This is an optimization exercise on Yosys and OpenROAD, whose aim is small area, not a production implementation.
At most, simulation tests tie the RTL to the original design; equivalence was not proved.
The flow treats the clock pin as an ideal source. Dropping or thinning the clock tree relies on that and would not hold on a real chip.
Power and IR drop assume default switching activity.

// spiCommMaster
module spiCommMaster(
    input cpuClock,
    input enable,
    input reset,
    input spiClockEn,
    input spiClockBS,
    output errorInterrupt,
    output [3:0] errorType,
    output [3:0] errorState,
    input cmdTransmitBit,
    input [5:0] cmdIndex,
    input [31:0] cmdArgument,
    input [1:0] readMode,
    output [39:0] readResponse,
    input commStart,
    output commFinish,
    input SD_MISO,
    input SD_CD,
    input SD_WP,
    output SD_SCLK,
    output SD_MOSI,
    output SD_CS
);
==> module spiCommMaster, before the edit <==
module spiCommMaster(
    input cpuClock,
    input enable,
    input reset,
    input spiClockEn,
    input spiClockBS,
    output errorInterrupt,
    output [3:0] errorType,
    output [3:0] errorState,
    input cmdTransmitBit,
    input [5:0] cmdIndex,
    input [31:0] cmdArgument,
    input [1:0] readMode,
    output [39:0] readResponse,
    input commStart,
    output commFinish,
    input SD_MISO,
    input SD_CD,
    input SD_WP,
    output SD_SCLK,
    output SD_MOSI,
    output SD_CS
);
localparam ST_IDLE  = 3'b000;
localparam ST_GEN   = 3'b001;   
localparam ST_SEND  = 3'b010;   
localparam ST_READ  = 3'b101;   
localparam ST_INPUT = 3'b011;   
localparam ST_COOL  = 3'b110;   
localparam ST_FIN   = 3'b100;
localparam ST_ERR   = 3'b111;
reg [2:0] st;
wire isErr  = (st == ST_ERR);
wire isRead = (st == ST_READ);
wire rdAct  = (st == ST_INPUT) | isErr;      
wire wcAct  = (st == ST_SEND) | (st == ST_COOL);
assign errorInterrupt = isErr;
assign errorType  = {2'b00, isErr, 1'b0};
assign errorState = {isErr, 3'b000};
assign commFinish = (st == ST_FIN);
reg [8:0] div;
wire divWrap = (div[7:0] == 8'h80);
wire spiRise = ~div[8] & divWrap;
wire spiFall =  div[8] & divWrap;
reg [3:0] bsCnt;
reg       bsStop;
reg [1:0] bsBuf;
wire byteSync = spiClockBS ? ~bsCnt[3] : 1'b1;
wire spiGate  = spiClockEn & enable & byteSync;
wire gFall    = spiFall & spiGate;
wire gRise    = spiRise & spiGate;
assign SD_SCLK = spiClockEn ? (byteSync & div[8]) : 1'b1;
reg [1:0] toHi;
wire [8:0] to = {toHi, crc};
wire [8:0] toInit = {1'b0, readMode[1], 2'b00, readMode[1] | ~readMode[0],
                     readMode[1] | readMode[0], 2'b00, 1'b1};
wire toI = (to == 9'h193);
reg [6:0]  crc;
reg [5:0]  idx;
wire wcOv = (idx == 6'd15);
wire run  = idx[5] | idx[4];    
reg        sDone;       
reg [1:0]  rDone;       
reg [38:0] sh;          
reg [38:0] resp;
reg        cs;
wire afterRise = (div == 9'h100);
assign readResponse = {1'b0, resp};
assign SD_CS = cs;
wire [1:0] sel = {readMode[1] | readMode[0], readMode[1] | ~readMode[0]};
wire rFin = (rDone == sel);
wire [5:0] rLoad = readMode[1] ? 6'd25 : readMode[0] ? 6'd49 : 6'd57;
wire [47:0] cmd = {1'b0, cmdTransmitBit, cmdIndex, cmdArgument, 8'b0};
wire [63:0] cmdU;       
genvar gi;
generate
    for (gi = 0; gi < 64; gi = gi + 1) begin : g_cmd
        if (gi >= 16 && gi <= 55) assign cmdU[gi] = cmd[63 - gi];
        else                      assign cmdU[gi] = 1'b0;
    end
endgenerate
wire crcPh = &idx[5:3];                       
wire sBit  = crcPh ? crc[6] : cmdU[idx];
wire sRun  = isRead & run & ~(&idx);
assign SD_MOSI = sRun ? sBit : 1'b1;
wire crcIn  = (idx == 6'd55) ? 1'b0 : sBit;   
wire crcInv = crcIn ^ crc[6];
always @(posedge cpuClock) begin
    if (reset) div <= 0;
    else       div <= {div[8] ^ divWrap, div[6:0],
                       div[7] ^ div[5] ^ div[4] ^ div[3] ^ (div[6:0] == 7'd0)};
end
always @(posedge cpuClock) begin
    if (reset) begin
        bsStop <= 1'b1;
        bsBuf  <= 2'b00;
        bsCnt  <= 4'd0;
    end else begin
        if (spiFall) begin
            if ({bsBuf, spiClockBS} == 3'b001)      bsStop <= 1'b0;
            else if ({bsBuf, spiClockBS} == 3'b010) bsStop <= 1'b1;
            bsBuf <= {bsBuf[0], spiClockBS};
        end
        if (spiRise) begin
            if (bsStop | bsCnt[3]) bsCnt <= 4'd0;
            else                   bsCnt <= bsCnt + 1'b1;
        end
    end
end
wire sAct  = gFall & isRead & ~sDone;            
wire sLoad = sAct & ~run;                        
wire sStep = gFall & sRun;                       
wire rAct  = gRise & rdAct & ~rFin;              
always @(posedge cpuClock) begin
    if (reset)                          idx <= 6'd0;
    else if (sLoad)                     idx <= 6'd16;
    else if (rAct & ~run & ~SD_MISO)    idx <= rLoad;
    else if (spiRise & ~wcAct & ~run)   idx <= 6'd0;
    else idx <= idx + (((sAct | rAct) & run) | (spiRise & wcAct));
end
always @(posedge cpuClock) begin
    if (isRead & sDone)       {toHi, crc} <= toInit;
    else if (rdAct) begin
        if (spiRise)          {toHi, crc} <= {to[7:0], to[8] ^ to[4]};
    end else if (sLoad)       crc <= 7'd0;
    else if (sStep)           crc <= {crc[5:3], crc[2] ^ crcInv, crc[1:0], crcInv};
end
always @(posedge cpuClock) begin
    if (~rdAct | (rAct & (run | ~SD_MISO)))
        sh <= {sh[37:0], rdAct & SD_MISO};
end
always @(posedge cpuClock) begin
    if (reset) begin
        sDone <= 1'b0;
        rDone <= 2'd0;
    end else begin
        if (gFall) begin
            if (isRead) begin
                if (&idx) sDone <= 1'b1;
            end else begin
                sDone <= 1'b0;
            end
        end
        if (gRise) begin
            if (rdAct & ~rFin) begin
                if (~run)       rDone <= 2'd0;
                else if (&idx)  rDone <= sel;
            end else if (~rdAct) begin
                rDone <= 2'd0;
            end
        end
    end
end
always @(posedge cpuClock) begin
    if (reset) begin
        st   <= ST_IDLE;
        cs   <= 1'b1;
        resp <= 39'd0;
    end else begin
        case (st)
            ST_IDLE:  if (commStart) st <= ST_GEN;
            ST_GEN:   if (~wcOv) st <= ST_SEND;
            ST_SEND:  if (wcOv) begin
                          cs <= 1'b0;
                          st <= ST_READ;
                      end else cs <= ~idx[3];
            ST_READ:  if (sDone) st <= ST_INPUT;
            ST_INPUT: if (toI) st <= ST_ERR;
                      else if (rFin) begin
                          if (afterRise) resp <= sh;
                          st <= ST_COOL;
                      end
            ST_COOL:  if (wcOv) begin
                          cs <= 1'b1;
                          st <= ST_FIN;
                      end else cs <= idx[3];
            ST_FIN:   if (~commStart) st <= ST_IDLE;
            default:  ;
        endcase
    end
end
endmodule
export LEC_CHECK = 0
export ABC_AREA = 1
export CAP_MARGIN = 10
export CORE_MARGIN = 2
export CORE_UTILIZATION = 70
export SLEW_MARGIN = 10
create_clock -name core_clock -period 10.0 [get_ports {cpuClock}]
standard.sh (not shown) runs the stock make flow with config.mk's settings and CLKGATE_MAP_FILE= SYNTH_SCRIPT=/design/flow/synth_recipe.tcl, a recipe that flattens the netlist after the stock synthesis.
==> flow/flow/run.sh <==
#!/bin/bash
# The standard ORFS layout (standard.sh), with these changes:
#  - ABC maps the logic with an area-oriented script (flow/area.abc); the rest of
#    the standard synthesis, and so every register, is unchanged;
#  - the port buffers are the smallest buffer cell (buf_1);
#  - one tie cell drives all constant outputs (SKIP_REPAIR_TIE_FANOUT);
#  - after the standard CTS step, flow/mytree.tcl replaces its clock tree by
#    four clkbuf_16 fed straight from the clock port, each driving one quarter
#    of the flip-flops (balanced bisection of their placement), and
#    flow/clkfix.tcl then sizes each of them to the smallest clkbuf whose
#    estimated slew at the flip-flops is under 100 ps (else the largest).
set -euo pipefail
W=$PWD
{
  echo "proc abc {args} {"
  echo "  foreach opt {-script -constr -D} {"
  echo "    set i [lsearch -exact \$args \$opt]"
  echo "    if {\$i >= 0} { set args [lreplace \$args \$i [expr {\$i + 1}]] }"
  echo "  }"
  echo "  yosys abc -script $W/flow/area.abc {*}\$args"
  echo "}"
  cat "$W/synth_recipe.tcl"
} > "$W/flow_synth.tcl"
BUF="-buffer_cell sky130_fd_sc_hd__buf_1"
CTS="-sink_clustering_enable -repair_clock_nets -dont_use_dummy_load -buf_list sky130_fd_sc_hd__clkbuf_4 -root_buf sky130_fd_sc_hd__clkbuf_8"
export BUFFER_PORTS_ARGS="$BUF" CTS_ARGS="$CTS"
ARGS=("SKIP_REPAIR_TIE_FANOUT=1" "SYNTH_SCRIPT=$W/flow_synth.tcl" "BUFFER_PORTS_ARGS=$BUF" "CTS_ARGS=$CTS")
bash standard.sh "${ARGS[@]}" cts > "$W/flow_to_cts.log" 2>&1
RES="$W/orfs/results/$FLOW_PLATFORM/spiCommMaster/base" CLK_SLEW_TARGET=0.100 \
  MT_K=4 MT_LEAF=sky130_fd_sc_hd__clkbuf_16 \
  openroad -no_init -exit "$W/flow/clkfix.tcl" > "$W/clkfix.log" 2>&1
bash standard.sh "${ARGS[@]}" finish > "$W/flow.log" 2>&1
Other scripts of this flow, unchanged in this note and not shown: flow/flow/area.abc, flow/flow/clkfix.tcl, flow/flow/mytree.tcl
Next try:
--- a/flow/design.v
+++ b/flow/design.v
@@ -51,12 +51,12 @@
 wire gFall    = spiFall & spiGate;
 wire gRise    = spiRise & spiGate;
 assign SD_SCLK = spiClockEn ? (byteSync & div[8]) : 1'b1;
+reg [6:0] crc;
 reg [1:0] toHi;
 wire [8:0] to = {toHi, crc};
 wire [8:0] toInit = {1'b0, readMode[1], 2'b00, readMode[1] | ~readMode[0],
                      readMode[1] | readMode[0], 2'b00, 1'b1};
 wire toI = (to == 9'h193);
-reg [6:0]  crc;
 reg [5:0]  idx;
 wire wcOv = (idx == 6'd15);
 wire run  = idx[5] | idx[4];    
=>
- global-route usage increases by 0.24 points
- final cell count increases by about 0.34%
- synthesized cell count increases by about 0.5%
- power increases by 2.1%
- design area stays flat
- sequential share of layout area barely changes
- clock power stays flat
In every run of this note, the design's own scripts or RTL, not TritonCTS, make the clock network.

* * *

The RTL this note starts from:
==> flow/design.v <==
`timescale 1ns / 1ps
module spiCommMaster(
    input cpuClock,
    input enable,
    input reset,
    input spiClockEn,
    input spiClockBS,
    output errorInterrupt,
    output [3:0] errorType,
    output [3:0] errorState,
    input cmdTransmitBit,
    input [5:0] cmdIndex,
    input [31:0] cmdArgument,
    input [1:0] readMode,
    output [39:0] readResponse,
    input commStart,
    output commFinish,
    input SD_MISO,
    input SD_CD,
    input SD_WP,
    output SD_SCLK,
    output SD_MOSI,
    output SD_CS
);
localparam ST_IDLE  = 3'b000;
localparam ST_GEN   = 3'b001;   
localparam ST_SEND  = 3'b010;   
localparam ST_READ  = 3'b101;   
localparam ST_INPUT = 3'b011;   
localparam ST_COOL  = 3'b110;   
localparam ST_FIN   = 3'b100;
localparam ST_ERR   = 3'b111;
reg [2:0] st;
wire isErr  = (st == ST_ERR);
wire isRead = (st == ST_READ);
wire rdAct  = (st == ST_INPUT) | isErr;      
wire wcAct  = (st == ST_SEND) | (st == ST_COOL);
assign errorInterrupt = isErr;
assign errorType  = {2'b00, isErr, 1'b0};
assign errorState = {isErr, 3'b000};
assign commFinish = (st == ST_FIN);
reg [8:0] div;
wire divWrap = (div[7:0] == 8'h80);
wire spiRise = ~div[8] & divWrap;
wire spiFall =  div[8] & divWrap;
reg [3:0] bsCnt;
reg       bsStop;
reg [1:0] bsBuf;
wire byteSync = spiClockBS ? ~bsCnt[3] : 1'b1;
wire spiGate  = spiClockEn & enable & byteSync;
wire gFall    = spiFall & spiGate;
wire gRise    = spiRise & spiGate;
assign SD_SCLK = spiClockEn ? (byteSync & div[8]) : 1'b1;
reg [3:0] wc;           
reg [8:0] to;           
wire wcOv = &wc;
wire [8:0] toVal = (readMode == 2'b00) ? 9'h16f : (readMode == 2'b01) ? 9'h07d : 9'h0c4;
wire toI = (to == toVal);
reg [5:0]  idx;         
reg        run;         
reg        sDone;       
reg [1:0]  rDone;       
reg [6:0]  crc;
reg [38:0] sh;          
reg [38:0] resp;
reg        cs;
reg        fresh;       
assign readResponse = {1'b0, resp};
assign SD_CS = cs;
wire [1:0] sel = {readMode[1] | readMode[0], readMode[1] | ~readMode[0]};
wire rFin = (rDone == sel);
wire [5:0] rLen = readMode[1] ? 6'd39 : readMode[0] ? 6'd15 : 6'd7;
wire [47:0] cmd = {1'b0, cmdTransmitBit, cmdIndex, cmdArgument, 8'b0};
wire idxHi = |idx[5:3];
wire sBit  = idxHi ? cmd[idx] : crc[6];
wire sRun  = isRead & run & (|idx);
assign SD_MOSI = sRun ? sBit : 1'b1;
wire crcIn  = (idx == 6'd8) ? 1'b0 : sBit;    
wire crcInv = crcIn ^ crc[6];
always @(posedge cpuClock) begin
    if (reset) div <= 0;
    else       div <= {div[8] ^ divWrap, div[6:0],
                       div[7] ^ div[5] ^ div[4] ^ div[3] ^ (div[6:0] == 7'd0)};
end
always @(posedge cpuClock) begin
    if (reset) begin
        bsStop <= 1'b1;
        bsBuf  <= 2'b00;
        bsCnt  <= 4'd0;
    end else begin
        if (spiFall) begin
            if ({bsBuf, spiClockBS} == 3'b001)      bsStop <= 1'b0;
            else if ({bsBuf, spiClockBS} == 3'b010) bsStop <= 1'b1;
            bsBuf <= {bsBuf[0], spiClockBS};
        end
        if (spiRise) begin
            if (bsStop | bsCnt[3]) bsCnt <= 4'd0;
            else                   bsCnt <= bsCnt + 1'b1;
        end
    end
end
always @(posedge cpuClock) begin
    if (~rdAct)       to <= 9'd1;
    else if (spiRise) to <= {to[7:0], to[8] ^ to[4]};
end
always @(posedge cpuClock) begin
    if (reset)        wc <= 4'd0;
    else if (wcAct)   wc <= wc + spiRise;
    else if (spiRise) wc <= 4'd0;
end
wire sLoad = gFall & isRead & ~run & ~sDone;     
wire sStep = gFall & sRun;                       
wire rAct  = gRise & rdAct & ~rFin;              
always @(posedge cpuClock) begin
    idx <= sLoad ? 6'd47 : (rAct & ~run) ? rLen : idx - ((sStep | rAct) & run);
end
always @(posedge cpuClock) begin
    if (sLoad)      crc <= 7'd0;
    else if (sStep) crc <= {crc[5:3], crc[2] ^ crcInv, crc[1:0], crcInv};
end
always @(posedge cpuClock) begin
    if (~rdAct | (gRise & ~rFin & (run | ~SD_MISO)))
        sh <= {sh[37:0], rdAct & SD_MISO};
end
always @(posedge cpuClock) begin
    if (reset) begin
        run   <= 1'b0;
        sDone <= 1'b0;
        rDone <= 2'd0;
        fresh <= 1'b0;
    end else begin
        fresh <= (st == ST_INPUT) & (fresh | (gRise & ~rFin & run & (idx == 6'd1)));
        if (gFall) begin
            if (isRead) begin
                if (~run & ~sDone)             run <= 1'b1;
                else if (run & ~(|idx)) begin  run <= 1'b0; sDone <= 1'b1; end
            end else begin
                sDone <= 1'b0;
            end
        end
        if (gRise) begin
            if (rdAct & ~rFin) begin
                if (~run) begin
                    rDone <= 2'd0;
                    if (~SD_MISO) run <= 1'b1;
                end else if (idx == 6'd1) begin
                    run   <= 1'b0;
                    rDone <= sel;
                end
            end else if (~rdAct) begin
                rDone <= 2'd0;
            end
        end
    end
end
always @(posedge cpuClock) begin
    if (reset) begin
        st   <= ST_IDLE;
        cs   <= 1'b1;
        resp <= 39'd0;
    end else begin
        case (st)
            ST_IDLE:  if (commStart) st <= ST_GEN;
            ST_GEN:   if (~wcOv) st <= ST_SEND;
            ST_SEND:  if (wcOv) begin
                          cs <= 1'b0;
                          st <= ST_READ;
                      end else cs <= ~wc[3];
            ST_READ:  if (sDone) st <= ST_INPUT;
            ST_INPUT: if (toI) st <= ST_ERR;
                      else if (rFin) begin
                          if (fresh) resp <= sh;
                          st <= ST_COOL;
                      end
            ST_COOL:  if (wcOv) begin
                          cs <= 1'b1;
                          st <= ST_FIN;
                      end else cs <= wc[3];
            ST_FIN:   if (~commStart) st <= ST_IDLE;
            default:  ;
        endcase
    end
end
endmodule
==> flow/config.mk <==
export PLATFORM = sky130hd
export DESIGN_NAME = spiCommMaster
export DESIGN_NICKNAME = spiCommMaster
export VERILOG_FILES = /design/flow/design.v
export SDC_FILE = /design/flow/constraint.sdc
export NUM_CORES = 4
export LEC_CHECK = 0
export ABC_AREA = 1
export CAP_MARGIN = 20
export CORE_MARGIN = 2
export CORE_UTILIZATION = 60
export SLEW_MARGIN = 20
==> flow/constraint.sdc <==
create_clock -name core_clock -period 10.0 [get_ports {cpuClock}]
set_input_delay 2.0000 -clock core_clock [delete_from_list [all_inputs] [get_ports {cpuClock}]]
set_output_delay 2.0000 -clock core_clock [all_outputs]
set_load 0.01 [all_outputs]
==> flow/flow/run.sh <==
#!/bin/bash
# The standard ORFS layout (standard.sh), with three changes:
#  - ABC maps the logic with an area-oriented script (flow/area.abc); the rest of
#    the standard synthesis, and so every register, is unchanged;
#  - the port buffers are the smallest buffer cell (buf_1);
#  - the clock tree uses clkbuf_8 at the root and clkbuf_4 at the leaves, with
#    no dummy loads; after CTS, flow/clkfix.tcl sizes each leaf buffer to the
#    smallest clkbuf whose estimated slew at the flip-flops is under 115 ps.
set -euo pipefail
W=$PWD
{
  echo "proc abc {args} {"
  echo "  foreach opt {-script -constr -D} {"
  echo "    set i [lsearch -exact \$args \$opt]"
  echo "    if {\$i >= 0} { set args [lreplace \$args \$i [expr {\$i + 1}]] }"
  echo "  }"
  echo "  yosys abc -script $W/flow/area.abc {*}\$args"
  echo "}"
  cat "$W/synth_recipe.tcl"
} > "$W/flow_synth.tcl"
BUF="-buffer_cell sky130_fd_sc_hd__buf_1"
CTS="-sink_clustering_enable -repair_clock_nets -dont_use_dummy_load -buf_list sky130_fd_sc_hd__clkbuf_4 -root_buf sky130_fd_sc_hd__clkbuf_8"
export BUFFER_PORTS_ARGS="$BUF" CTS_ARGS="$CTS"
ARGS=("SYNTH_SCRIPT=$W/flow_synth.tcl" "BUFFER_PORTS_ARGS=$BUF" "CTS_ARGS=$CTS")
bash standard.sh "${ARGS[@]}" cts > "$W/flow_to_cts.log" 2>&1
RES="$W/orfs/results/$FLOW_PLATFORM/spiCommMaster/base" CLK_SLEW_TARGET=0.115 \
  openroad -no_init -exit "$W/flow/clkfix.tcl" > "$W/clkfix.log" 2>&1
bash standard.sh "${ARGS[@]}" finish > "$W/flow.log" 2>&1
Other scripts of this flow, unchanged in this note and not shown: flow/flow/area.abc, flow/flow/clkfix.tcl
The baseline finished clean.
Next try:
--- a/flow/design.v
+++ b/flow/design.v
@@ -97,29 +97,33 @@
             if (bsStop | bsCnt[3]) bsCnt <= 4'd0;
             else                   bsCnt <= bsCnt + 1'b1;
         end
     end
 end
 always @(posedge cpuClock) begin
-    if (~rdAct)       to <= 9'd1;
-    else if (spiRise) to <= {to[7:0], to[8] ^ to[4]};
+    if (reset) begin
+        wc <= 4'd0;
+        to <= 9'd1;
+    end else if (spiRise) begin
+        wc <= wcAct ? wc + 1'b1 : 4'd0;
+        to <= rdAct ? {to[7:0], to[8] ^ to[4]} : 9'd1;
+    end
 end
 always @(posedge cpuClock) begin
-    if (reset)        wc <= 4'd0;
-    else if (wcAct)   wc <= wc + spiRise;
-    else if (spiRise) wc <= 4'd0;
-end
-wire sLoad = gFall & isRead & ~run & ~sDone;     
-wire sStep = gFall & sRun;                       
-wire rAct  = gRise & rdAct & ~rFin;              
-always @(posedge cpuClock) begin
-    idx <= sLoad ? 6'd47 : (rAct & ~run) ? rLen : idx - ((sStep | rAct) & run);
-end
-always @(posedge cpuClock) begin
-    if (sLoad)      crc <= 7'd0;
-    else if (sStep) crc <= {crc[5:3], crc[2] ^ crcInv, crc[1:0], crcInv};
+    if (gFall & isRead) begin
+        if (~run & ~sDone) begin
+            idx <= 6'd47;
+            crc <= 7'd0;
+        end else if (sRun) begin
+            idx <= idx - 1'b1;
+            crc <= {crc[5:3], crc[2] ^ crcInv, crc[1:0], crcInv};
+        end
+    end else if (gRise & rdAct & ~rFin) begin
+        if (~run) idx <= rLen;
+        else      idx <= idx - 1'b1;
+    end
 end
 always @(posedge cpuClock) begin
     if (~rdAct | (gRise & ~rFin & (run | ~SD_MISO)))
         sh <= {sh[37:0], rdAct & SD_MISO};
 end
 always @(posedge cpuClock) begin
After rerunning: Synthesized cell count grows by 4.3%; flip-flop and latch count does not change; setup slack gets better by 0.30 ns; area after synthesis grows by 2.7%; register-to-register slack gets better by 0.28 ns; via count grows by 3.5%; core utilization grows by 0.89 points; combinational power grows by 32%; global-route usage grows by 0.18 points; clock power grows by about 3%; final cell count grows by about 3%; hold slack gets better by 0.013 ns; power grows by 4.2%; final area grows by about 3%.
Function not checked in the second run of this note: the RTL went through the layout flow alone.

## what the ideal ports hide
No port has a modelled driver above. Below, the same layouts with a new extraction and two added sets of constraints. Step 1: set_driving_cell puts a clkbuf_16 on cpuClock and a buf_2 on each other input, an assumption about the parent block. Step 2 moves the port delays by t, midway between the first and last clock arrival at a register: inputs arrive t later, outputs are due t later. That takes back most of the time a late clock gives input paths. a / b / c = ideal / step 1 / step 2; a / b = the first two.
| run | shift t [ns] | setup slack, ns | hold slack, ns | worst setup path at the end |
|---|---|---|---|---|
| the first run of note 1 | 0.236 | 4.442 / 4.420 / 4.420 | 0.433 / 0.432 / 0.432 | input to output |
| the second run of note 1 | 0.242 | 4.510 / 4.489 / 4.489 | 0.434 / 0.434 / 0.434 | input to output |
| the first run of note 2 | 0.394 | 4.342 / 4.319 / 4.319 | 0.414 / 0.415 / 0.415 | input to output |
| the second run of note 2 | 0.396 | 4.638 / 4.604 / 4.659 | 0.428 / 0.428 / 0.428 | input to output |
After both steps every run listed still meets setup and hold. For the first run of note 2, which loses most, drivers alone change the setup slack by -0.023 ns; drivers and shift together by -0.023 ns.
